What follows belongs to an exercise in optimizing a design on an open flow for small area and a short achievable clock period; a production flow would make more cautious choices.
In this exercise RTL edits were held to simulation tests only and were not proved equivalent to the original.
The flow treats the clock pin as an ideal source, which a real chip does not have.

## MemPUF
module MemPUF (
    input  wire clk,
    input  wire rst_n,
    input  wire vin_valid,
    input  wire [7:0] C,
    output reg  [7:0] R
);
    reg  [4:0] s0_77;
    wire wr_s0_77 = s0_77[4] ? (s0_77[3:0] == 4'd8) : (s0_77[3:0] == 4'd8);
    always @(posedge clk or negedge rst_n)
        if (!rst_n) s0_77 <= 5'd0;
        else if (vin_valid) begin
            if (wr_s0_77) s0_77 <= 5'b10000;
            else if (C[0]) s0_77[3:0] <= s0_77[3:0] + 4'd1;
        end
    wire w_s0_77 = s0_77[3];
    reg  [4:0] s0_78;
    wire wr_s0_78 = s0_78[4] ? (s0_78[3:0] == 4'd9) : (s0_78[3:0] == 4'd8);
    always @(posedge clk or negedge rst_n)
        if (!rst_n) s0_78 <= 5'd0;
        else if (vin_valid) begin
            if (wr_s0_78) s0_78 <= 5'b10000;
            else if (C[0]) s0_78[3:0] <= s0_78[3:0] + 4'd1;
        end
    wire w_s0_78 = s0_78[3] & (~s0_78[4] | s0_78[0]);
    reg  [4:0] s0_88;
    wire wr_s0_88 = s0_88[4] ? (s0_88[3:0] == 4'd9) : (s0_88[3:0] == 4'd9);
    always @(posedge clk or negedge rst_n)
        if (!rst_n) s0_88 <= 5'd0;
        else if (vin_valid) begin
            if (wr_s0_88) s0_88 <= 5'b10000;
            else if (C[0]) s0_88[3:0] <= s0_88[3:0] + 4'd1;
        end
    wire w_s0_88 = s0_88[3] & s0_88[0];
    reg  [4:0] s1_77;
    wire wr_s1_77 = s1_77[4] ? (s1_77[3:0] == 4'd8) : (s1_77[3:0] == 4'd8);
    always @(posedge clk or negedge rst_n)
        if (!rst_n) s1_77 <= 5'd0;
        else if (vin_valid) begin
            if (wr_s1_77) s1_77 <= 5'b10000;
            else if (~C[0]) s1_77[3:0] <= s1_77[3:0] + 4'd1;
        end
    wire w_s1_77 = s1_77[3];
    reg  [4:0] s1_88;
    wire wr_s1_88 = s1_88[4] ? (s1_88[3:0] == 4'd9) : (s1_88[3:0] == 4'd9);
    always @(posedge clk or negedge rst_n)
        if (!rst_n) s1_88 <= 5'd0;
        else if (vin_valid) begin
            if (wr_s1_88) s1_88 <= 5'b10000;
            else if (~C[0]) s1_88[3:0] <= s1_88[3:0] + 4'd1;
        end
    wire w_s1_88 = s1_88[3] & s1_88[0];
    reg  [4:0] s2_77;
    wire wr_s2_77 = s2_77[4] ? (s2_77[3:0] == 4'd8) : (s2_77[3:0] == 4'd8);
    always @(posedge clk or negedge rst_n)
        if (!rst_n) s2_77 <= 5'd0;
  ...
export LEC_CHECK = 0
export CAP_MARGIN = 20
export CORE_MARGIN = 2
export CORE_UTILIZATION = 55
export PLACE_DENSITY = 0.65
export SETUP_SLACK_MARGIN = 4.5
export SLEW_MARGIN = 20
export SYNTH_HIERARCHICAL = 1
create_clock -name core_clock -period 10.0 [get_ports {clk}]
standard.sh (not shown) runs the stock make flow with config.mk's settings and CLKGATE_MAP_FILE= SYNTH_SCRIPT=/design/flow/synth_recipe.tcl, a recipe that flattens the netlist after the stock synthesis.
==> flow/flow/run.sh <==
#!/bin/bash
# Standard layout, with the response registers' clock delayed after CTS
# (flow/skew.tcl, run as ORFS's POST_CTS hook).
set -euo pipefail
W=$(pwd)
export POST_CTS_TCL=$W/flow/skew.tcl
bash standard.sh finish > $W/standard_flow.log 2>&1
Other scripts of this flow, unchanged in this note and not shown: flow/flow/skew.tcl
The starting point passed the timing, DRC and antenna checks.
Next try:
- SETUP_SLACK_MARGIN: 4.5 -> 5
What happened:
- global-route usage goes up by 1.1 points

* * *

## build 6
MemPUF again, from the RTL that the note above started with.
export LEC_CHECK = 0
export CAP_MARGIN = 20
export CORE_MARGIN = 2
export CORE_UTILIZATION = 55
export PLACE_DENSITY = 0.65
export SETUP_SLACK_MARGIN = 4
export SLEW_MARGIN = 20
export SYNTH_HIERARCHICAL = 1
create_clock -name core_clock -period 10.0 [get_ports {clk}]
==> flow/flow/skew.tcl <==
# POST_CTS hook: delay the clock of the response registers R[*] so that the
# long paths from the cell-state registers into R get more of the cycle.
# Only register-to-register paths gain; R's paths to the outputs lose.
# Each R register gets its own chain of delay buffers, placed beside it and
# fed from the clock net CTS gave it.
set skew_target [expr {[info exists ::env(R_SKEW_NS)] ? $::env(R_SKEW_NS) : 1.2}]
set block [ord::get_db_block]
set db [ord::get_db]
set rflops {}
set ::rskew_others {}
foreach inst [$block getInsts] {
  set m [[$inst getMaster] getName]
  if {![string match "*df*" $m]} { continue }
  if {[regexp {^R\\\[[0-9]+\\\]} [$inst getName]]} { lappend rflops $inst } else { lappend ::rskew_others $inst }
}
puts "skew: [llength $rflops] response registers, [llength $::rskew_others] other registers"

proc clk_arr {inst} {
  return [get_property [get_pins "[$inst getName]/CLK"] arrival_max_rise]
}
proc avg_other {} {
  set s 0.0; set n 0
  foreach f $::rskew_others { set s [expr {$s + [clk_arr $f]}]; incr n }
  return [expr {$s / $n}]
}

estimate_parasitics -placement
set base [avg_other]
set dly_m [$db findMaster sky130_fd_sc_hd__clkdlybuf4s25_1]
set id 0
foreach f $rflops {
  set it [$f findITerm CLK]
  set loc [$f getLocation]
  set k 0
  set d [expr {[clk_arr $f] - $base}]
  while {$d < $skew_target - 0.12 && $k < 12} {
    # one more delay buffer between the flop's clock pin and its driver
    set src [$it getNet]
    set b [odb::dbInst_create $block $dly_m "rskew_dly$id"]
    $b setLocation [lindex $loc 0] [lindex $loc 1]; $b setPlacementStatus PLACED
    set n [odb::dbNet_create $block "rskew_net$id"]
    $n setSigType CLOCK
    incr id
    $it disconnect
    $it connect $n
    [$b findITerm X] connect $n
    [$b findITerm A] connect $src
    global_connect
    incr k
    estimate_parasitics -placement
    set d [expr {[clk_arr $f] - $base}]
  }
  puts "skew: [$f getName] $k delay buffers, clock [format %.3f $d] ns after the mean register"
}
detailed_placement
estimate_parasitics -placement
repair_timing_helper
detailed_placement
check_placement -verbose
estimate_parasitics -placement
foreach f $rflops { puts "skew: [$f getName] clock [format %.3f [expr {[clk_arr $f] - [avg_other]}]]" }
report_worst_slack -max
report_worst_slack -min
Scripts as last shown in full above: flow/flow/run.sh
What build 78 does differently from build 6 at the input level:
diff --git a/flow/flow/skew.tcl b/flow/flow/skew.tcl
--- a/flow/flow/skew.tcl
+++ b/flow/flow/skew.tcl
@@ -6 +5,0 @@
-set skew_target [expr {[info exists ::env(R_SKEW_NS)] ? $::env(R_SKEW_NS) : 1.2}]
@@ -26,0 +26,8 @@
+# the port buffers: a plain buffer instead of the slow delay cell that
+# buffer_ports picked, so the R outputs and the inputs keep their slack
+set pbuf_m [$db findMaster sky130_fd_sc_hd__buf_4]
+foreach inst [$block getInsts] {
+  if {[regexp {^(input|output)[0-9]+$} [$inst getName]] && [string match "*clkdlybuf*" [[$inst getMaster] getName]]} {
+    $inst swapMaster $pbuf_m
+  }
+}
@@ -30,0 +38,2 @@
+# per register: add delay buffers while the paths into it have less slack
+# than its path to the output (each buffer moves both by about 0.27 ns)
@@ -33,0 +43,2 @@
+  set dpin [get_pins "[$f getName]/D"]
+  set qpin [get_pins "[$f getName]/Q"]
@@ -35,3 +46,4 @@
-  set d [expr {[clk_arr $f] - $base}]
-  while {$d < $skew_target - 0.12 && $k < 12} {
-    # one more delay buffer between the flop's clock pin and its driver
+  while {$k < 12} {
+    set sd [get_property $dpin slack_max]
+    set sq [get_property $qpin slack_max]
+    if {$sq - $sd < 0.3} { break }
@@ -51 +62,0 @@
-    set d [expr {[clk_arr $f] - $base}]
@@ -53 +64 @@
-  puts "skew: [$f getName] $k delay buffers, clock [format %.3f $d] ns after the mean register"
+  puts "skew: [$f getName] $k delay buffers, clock [format %.3f [expr {[clk_arr $f] - $base}]] ns after the mean register, slack in [format %.3f [get_property $dpin slack_max]], out [format %.3f [get_property $qpin slack_max]]"
### Flow results
Build 78 supports a higher top clock frequency than build 6.
| final period demand of the worst path | build 78 vs build 6 | 0.43 ns lower |
There was hardly any difference in via count of the first global-routing pass between build 6 and build 78.
Wire length across build 78 and build 6: no real change.
The worst hold slack reported for build 78 is smaller than that of build 6 by 0.030 ns.
First-iteration detailed-routing DRC count delta (build 78 − build 6): unfavourable
Summary of build 78 over build 6: global-route usage ~0 delta; post-detailed-route via-to-cell ratio ~0 delta.

## afterwards: timing with drivers on the ports
No port has a modelled driver above. Below, the same layouts with a new extraction and two added sets of constraints.
Step 1 (the two cells are an assumption about what drives the block):
set clk [get_ports {clk}]
set_driving_cell -lib_cell sky130_fd_sc_hd__clkbuf_16 $clk
set_driving_cell -lib_cell sky130_fd_sc_hd__buf_2 [delete_from_list [all_inputs] $clk]
Step 2, shift: input delay + t, output delay - t, t = (earliest + latest rising clock arrival at the registers) / 2. This alone moves slack from input paths to output paths.
Slacks: ideal / step 1 / step 2; pairs: ideal / step 1.
| run | shift t [ns] | slack for setup (ns) | worst setup path after step 2 | clock arrival spread, ns |
|---|---|---|---|---|
| the first run of note 1 | 1.288 | 5.307 / 5.234 / 4.675 | input to register | 1.399 / 1.399 |
| the second run of note 1 | 1.248 | 5.187 / 5.187 / 4.451 | input to register | 1.295 / 1.295 |
| build 6 | 1.292 | 4.752 / 4.682 / 4.752 | input to register | 1.397 / 1.397 |
| build 78 | 1.428 | 5.184 / 5.114 / 4.244 | input, reset recovery | 1.676 / 1.676 |
Clock arrivals are far apart in every run listed, so t is only a midpoint there and step 2 fits no single register. The setup slack of build 78, which loses most, moves by -0.070 ns with the drivers and by -0.940 ns with both steps. Setup slack includes reset recovery checks.
